Source: an optimization exercise on an open RTL-to-GDS flow (aim: a short achievable clock period and few clock cycles). Production flows keep margins and buffers that such runs may drop. Power and IR drop assume default switching activity.

## juniper
Design alu, start of the top module:
module alu(
    output [15:0] data_out,
    output        valid_out,
    output        cmd_out,
    input  [15:0] data_in,
    input         valid_in,
    input         cmd_in,
    output        amm_read,
    output [7:0]  amm_address,
    input  [7:0]  amm_readdata,
    input         amm_waitrequest,
    input  [1:0]  amm_response,
    input clk,
    input rst_n
    );
    localparam QN = 63;
    reg        idle;         
    reg        inpkt;        
    reg        taking;       
    reg        vo_r, co_r;   
    reg [11:0] do_r;
    reg        ar_r;         
    reg [7:0]  aa_r;
    reg [3:0]  opc;
    reg [5:0]  rem;          
    reg        first;        
    reg        err;
    reg        stopq;        
    reg        killq;        
    reg        b0_ind;       
    reg        first_rd;     
    reg [7:0]  q [0:QN-1];   
    reg [5:0]  qcnt;         
    reg [11:0] sum_s, sum_c;
    reg [7:0]  lor, lxor, lnand;
    reg        hasop;
    reg [7:0]  opa, opb;
    wire [7:0] din    = data_in[7:0];
    wire [1:0] mod    = data_in[9:8];
    wire [3:0] op_in  = data_in[11:8];
    wire [5:0] nof_in = data_in[5:0];
    wire hdr_in    = valid_in & cmd_in;
    wire beat      = valid_in & ~cmd_in & taking;
    wire dir       = beat & (mod == 2'b00);
    wire ind       = beat & (mod == 2'b01);
    wire forb      = (din[7:4] == 4'h1) | (din[7:4] == 4'h2) |
                     (din[7:4] == 4'h8) | (din[7:4] == 4'h9);
    wire last_beat = beat & (rem == 6'd1);
    wire unary_in = (op_in[3:2] == 2'b01);
    wire shift_in = (op_in == 4'd8) | (op_in == 4'd9);
    wire reject   = (nof_in == 6'd0) | (unary_in & (nof_in != 6'd1));
    wire sherr    = shift_in & (nof_in != 6'd2);
    wire rdone  = ar_r & ~amm_waitrequest;
    wire rbad   = rdone & (amm_response != 2'b00);
  ...
==> module alu, before the edit <==
module alu(
    output [15:0] data_out,
    output        valid_out,
    output        cmd_out,
    input  [15:0] data_in,
    input         valid_in,
    input         cmd_in,
    output        amm_read,
    output [7:0]  amm_address,
    input  [7:0]  amm_readdata,
    input         amm_waitrequest,
    input  [1:0]  amm_response,
    input clk,
    input rst_n
    );
    localparam QN = 63;
    reg        idle;         
    reg        inpkt;        
    reg        taking;       
    reg        vo_r, co_r;   
    reg [11:0] do_r;
    reg        ar_r;         
    reg [7:0]  aa_r;
    reg [3:0]  opc;
    reg [5:0]  rem;          
    reg        first;        
    reg        err;
    reg        stopq;        
    reg        killq;        
    reg        b0_ind;       
    reg        first_rd;     
    reg [7:0]  q [0:QN-1];   
    reg [5:0]  qcnt;         
    reg [11:0] sum_s, sum_c;
    reg [7:0]  lor, lxor, lnand;
    reg        hasop;
    reg [7:0]  opa, opb;
    wire [7:0] din    = data_in[7:0];
    wire [1:0] mod    = data_in[9:8];
    wire [3:0] op_in  = data_in[11:8];
    wire [5:0] nof_in = data_in[5:0];
    wire hdr_in    = valid_in & cmd_in;
    wire beat      = valid_in & ~cmd_in & taking;
    wire dir       = beat & (mod == 2'b00);
    wire ind       = beat & (mod == 2'b01);
    wire forb      = (din[7:4] == 4'h1) | (din[7:4] == 4'h2) |
                     (din[7:4] == 4'h8) | (din[7:4] == 4'h9);
    wire last_beat = beat & (rem == 6'd1);
    wire unary_in = (op_in[3:2] == 2'b01);
    wire shift_in = (op_in == 4'd8) | (op_in == 4'd9);
    wire reject   = (nof_in == 6'd0) | (unary_in & (nof_in != 6'd1));
    wire sherr    = shift_in & (nof_in != 6'd2);
    wire rdone  = ar_r & ~amm_waitrequest;
    wire rbad   = rdone & (amm_response != 2'b00);
    wire rgood  = rdone & (amm_response == 2'b00);
    wire push   = ind & ~forb & ~stopq;    
    wire pop    = rdone;
    wire kill_n = killq | rbad;
    reg [QN:0] qv;           
    integer i;
    always @(*)
        for (i = 0; i <= QN; i = i + 1)
            qv[i] = (qcnt > i);
    reg [7:0] q_n [0:QN-1];
    always @(*)
        for (i = 0; i < QN; i = i + 1)
            if (pop)
                q_n[i] = (i < QN-1 && qv[i+1]) ? q[i < QN-1 ? i+1 : 0] : din;
            else
                q_n[i] = qv[i] ? q[i] : din;
    wire [5:0] qb     = idle ? 6'd0 : qcnt;
    wire [5:0] qinc   = qb + 6'd1;
    wire [5:0] qdec   = qb - 6'd1;
    wire [5:0] qcnt_n = push ? (pop ? qb : qinc) : (pop ? qdec : qb);
    wire q0_n     = push | qv[1] | (qv[0] & ~pop);
    wire rd_next  = q0_n & ~kill_n;
    wire comp     = inpkt & (~taking | last_beat) & ~rd_next;
    wire err_next = err | (ind & forb) | rbad;
    wire        live = ~idle;
    wire [11:0] s0  = live ? sum_s : 12'd0;
    wire [11:0] c0  = live ? sum_c : 12'd0;
    wire [7:0]  rg  = rgood ? amm_readdata : 8'h00;
    wire        rd_a = first_rd & b0_ind;
    wire [11:0] xs = s0 ^ c0 ^ {4'b0, din};
    wire [11:0] xc = {(s0[10:0] & c0[10:0]) | (s0[10:0] & {3'b0, din}) |
                      (c0[10:0] & {3'b0, din}), 1'b0};
    wire [11:0] ys = xs ^ xc ^ {4'b0, rg};
    wire [11:0] yc = {(xs[10:0] & xc[10:0]) | (xs[10:0] & {3'b0, rg}) |
                      (xc[10:0] & {3'b0, rg}), 1'b0};
    wire [11:0] zs = s0 ^ c0 ^ {4'b0, rg};
    wire [11:0] zc = {(s0[10:0] & c0[10:0]) | (s0[10:0] & {3'b0, rg}) |
                      (c0[10:0] & {3'b0, rg}), 1'b0};
    wire [7:0]  lor0   = live ? (lor | rg) : 8'h00;
    wire [7:0]  lxor0  = live ? (lxor ^ rg) : 8'h00;
    wire [7:0]  lnand0 = live ? (lnand | (rgood ? ~amm_readdata : 8'h00)) : 8'h00;
    wire        has0   = live & (hasop | rgood);
    wire [7:0]  opa0   = ~live ? 8'h00 : (rgood & rd_a) ? amm_readdata : opa;
    wire [7:0]  opb0   = ~live ? 8'h00 : (rgood & ~rd_a) ? amm_readdata : opb;
    wire [11:0] total = sum_s + sum_c;
    reg  [11:0] res;
    always @(*) begin
        case (opc)
            4'd0: res = total;
            4'd1: res = hasop ? {4'b0, ~lnand} : 12'hFFF;
            4'd2: res = {4'b0, lor};
            4'd3: res = {4'b0, lxor};
            4'd4: res = hasop ? {4'b0, ~lor} : 12'h000;
            4'd5: res = hasop ? {4'b0, lor} + 12'd1 : 12'h000;
            4'd6: res = hasop ? {4'b0, lor} - 12'd1 : 12'h000;
            4'd7: res = hasop ? {4'b0, 8'd0 - lor} : 12'h000;
            4'd8: res = {4'b0, opa} >> opb;
            4'd9: res = {4'b0, opa << opb};
            default: res = 12'h000;
        endcase
    end
    always @(posedge clk) begin
        for (i = 0; i < QN; i = i + 1)
            q[i] <= q_n[i];
        aa_r <= q0_n ? q_n[0] : 8'h00;
        if (vo_r & co_r) begin
            vo_r <= 1'b1;
            co_r <= 1'b0;
            do_r <= err ? 12'hBAD : res;
        end else begin
            vo_r <= (idle & hdr_in & reject) | comp;
            co_r <= 1'b1;
            do_r <= {7'b0, idle | err_next, idle ? op_in : opc};
        end
        sum_s <= dir ? ys : zs;
        sum_c <= dir ? yc : zc;
        lor   <= dir ? (lor0 | din) : lor0;
        lxor  <= dir ? (lxor0 ^ din) : lxor0;
        lnand <= dir ? (lnand0 | ~din) : lnand0;
        hasop <= has0 | dir;
        qcnt  <= qcnt_n;
        opa   <= (dir & first) ? din : opa0;
        opb   <= (dir & ~first) ? din : opb0;
        if (idle) begin
            opc      <= op_in;
            rem      <= nof_in;
            first    <= 1'b1;
            err      <= reject | sherr;
            stopq    <= sherr;
            killq    <= 1'b0;
            b0_ind   <= 1'b0;
            first_rd <= 1'b1;
        end else begin
            if (beat) begin
                rem   <= rem - 6'd1;
                first <= 1'b0;
                if (first & (mod == 2'b01)) b0_ind <= 1'b1;
            end
            err <= err_next;
            if ((ind & forb) | rbad) stopq <= 1'b1;
            if (rbad) killq <= 1'b1;
            if (rdone) first_rd <= 1'b0;
        end
        if (~rst_n) begin
            idle   <= 1'b1;
            inpkt  <= 1'b0;
            taking <= 1'b0;
            vo_r   <= 1'b0;
            ar_r   <= 1'b0;
        end else begin
            idle   <= (vo_r & ~co_r) | (idle & ~hdr_in);
            inpkt  <= (idle & hdr_in & ~reject) | (inpkt & ~comp);
            taking <= (idle & hdr_in & ~reject) | (taking & ~last_beat);
            ar_r   <= inpkt & rd_next;
        end
    end
    assign data_out    = {4'b0, do_r};
    assign valid_out   = vo_r;
    assign cmd_out     = co_r;
    assign amm_read    = ar_r;
    assign amm_address = aa_r;
endmodule
clock: 6.5 ns
lec_check: 0
abc_clock_period_in_ps: 2000
cap_margin: 20
core_margin: 2
core_utilization: 40
place_density: 0.6
setup_slack_margin: 4.6
slew_margin: 20
tns_end_percent: 100
run.sh (not shown) runs the stock make flow with config.mk's settings and CLKGATE_MAP_FILE= SYNTH_SCRIPT=/design/flow/synth_recipe.tcl, a recipe that flattens the netlist after the stock synthesis.
Modified inputs, delta compared to juniper
-- flow/design.v --
<<< juniper, line 36
    reg        hasop;
    reg [7:0]  opa, opb;
    wire [7:0] din    = data_in[7:0];
    wire [1:0] mod    = data_in[9:8];
>>> delta, line 36
    reg        hasop;
    reg [7:0]  opa, opb;
    reg [7:0]  dq, rq;
    reg        dq_v, dq_f, rq_v, rq_a;
    wire [7:0] din    = data_in[7:0];
    wire [1:0] mod    = data_in[9:8];
<<< juniper, line 91
    wire [11:0] zc = {(s0[10:0] & c0[10:0]) | (s0[10:0] & {3'b0, rg}) |
                      (c0[10:0] & {3'b0, rg}), 1'b0};
    wire [7:0]  lor0   = live ? (lor | rg) : 8'h00;
    wire [7:0]  lxor0  = live ? (lxor ^ rg) : 8'h00;
    wire [7:0]  lnand0 = live ? (lnand | (rgood ? ~amm_readdata : 8'h00)) : 8'h00;
    wire        has0   = live & (hasop | rgood);
    wire [7:0]  opa0   = ~live ? 8'h00 : (rgood & rd_a) ? amm_readdata : opa;
    wire [7:0]  opb0   = ~live ? 8'h00 : (rgood & ~rd_a) ? amm_readdata : opb;
    wire [11:0] total = sum_s + sum_c;
    reg  [11:0] res;
>>> delta, line 93
    wire [11:0] zc = {(s0[10:0] & c0[10:0]) | (s0[10:0] & {3'b0, rg}) |
                      (c0[10:0] & {3'b0, rg}), 1'b0};
    wire [7:0]  dqg     = dq_v ? dq : 8'h00;
    wire [7:0]  rqg     = rq_v ? rq : 8'h00;
    wire [7:0]  lor_n   = (live ? lor : 8'h00) | dqg | rqg;
    wire [7:0]  lxor_n  = (live ? lxor : 8'h00) ^ dqg ^ rqg;
    wire [7:0]  lnand_n = (live ? lnand : 8'h00) | (dq_v ? ~dq : 8'h00) | (rq_v ? ~rq : 8'h00);
    wire        has_n   = (live & hasop) | dq_v | rq_v;
    wire [7:0]  opa_n   = (dq_v & dq_f) ? dq : (rq_v & rq_a) ? rq : (live ? opa : 8'h00);
    wire [7:0]  opb_n   = (dq_v & ~dq_f) ? dq : (rq_v & ~rq_a) ? rq : (live ? opb : 8'h00);
    wire [11:0] total = sum_s + sum_c;
    reg  [11:0] res;
<<< juniper, line 102
        case (opc)
            4'd0: res = total;
            4'd1: res = hasop ? {4'b0, ~lnand} : 12'hFFF;
            4'd2: res = {4'b0, lor};
            4'd3: res = {4'b0, lxor};
            4'd4: res = hasop ? {4'b0, ~lor} : 12'h000;
            4'd5: res = hasop ? {4'b0, lor} + 12'd1 : 12'h000;
            4'd6: res = hasop ? {4'b0, lor} - 12'd1 : 12'h000;
            4'd7: res = hasop ? {4'b0, 8'd0 - lor} : 12'h000;
            4'd8: res = {4'b0, opa} >> opb;
            4'd9: res = {4'b0, opa << opb};
            default: res = 12'h000;
        endcase
>>> delta, line 106
        case (opc)
            4'd0: res = total;
            4'd1: res = has_n ? {4'b0, ~lnand_n} : 12'hFFF;
            4'd2: res = {4'b0, lor_n};
            4'd3: res = {4'b0, lxor_n};
            4'd4: res = has_n ? {4'b0, ~lor_n} : 12'h000;
            4'd5: res = has_n ? {4'b0, lor_n} + 12'd1 : 12'h000;
            4'd6: res = has_n ? {4'b0, lor_n} - 12'd1 : 12'h000;
            4'd7: res = has_n ? {4'b0, 8'd0 - lor_n} : 12'h000;
            4'd8: res = {4'b0, opa_n} >> opb_n;
            4'd9: res = {4'b0, opa_n << opb_n};
            default: res = 12'h000;
        endcase
<<< juniper, line 129
        sum_s <= dir ? ys : zs;
        sum_c <= dir ? yc : zc;
        lor   <= dir ? (lor0 | din) : lor0;
        lxor  <= dir ? (lxor0 ^ din) : lxor0;
        lnand <= dir ? (lnand0 | ~din) : lnand0;
        hasop <= has0 | dir;
        qcnt  <= qcnt_n;
        opa   <= (dir & first) ? din : opa0;
        opb   <= (dir & ~first) ? din : opb0;
        if (idle) begin
            opc      <= op_in;
>>> delta, line 133
        sum_s <= dir ? ys : zs;
        sum_c <= dir ? yc : zc;
        lor   <= lor_n;
        lxor  <= lxor_n;
        lnand <= lnand_n;
        hasop <= has_n;
        qcnt  <= qcnt_n;
        opa   <= opa_n;
        opb   <= opb_n;
        dq    <= din;
        dq_v  <= dir;
        dq_f  <= first;
        rq    <= amm_readdata;
        rq_v  <= rgood;
        rq_a  <= rd_a;
        if (idle) begin
            opc      <= op_in;
==> comparison <==
[compare] base=juniper new=delta: setup slack went up; final weighted congestion of routability-driven global placement +4.2%; flip-flop and latch count shows an increase of 3.2%; fraction of the mapped netlist area in adder cells has remained practically unchanged; sequential power +about 2%. Comparing delta and juniper, synthesized cell count is lower on juniper.
No run of this note included a check of the RTL's function; only the layout flow was run.

==> separate check: timing with driven ports <==
The flow's constraints put no driver on any port. The routed layouts listed below were extracted and timed again, unchanged, in two steps.
Step 1 sets driving cells, clkbuf_16 on the clock port and buf_2 on the other inputs (assumed; they add their load-dependent delay and slew).
Step 2, shift: input delay + t, output delay - t, t = (earliest + latest rising clock arrival at the registers) / 2. This alone moves slack from input paths to output paths.
Three values: no drivers, after step 1, after step 2; two values: the first two.
| run | t (ns) | setup WS [ns] | worst setup path at the end | cell pins on the clock port's net |
|---|---|---|---|---|
| juniper | 0.676 | 3.875 / 3.892 / 3.216 | input to register | 1 |
| delta | 0.679 | 4.015 / 4.001 / 3.427 | input to register | 1 |
After both steps every run listed still meets setup and hold. For juniper, which loses most, drivers alone change the setup slack by +0.017 ns; drivers and shift together by -0.659 ns.
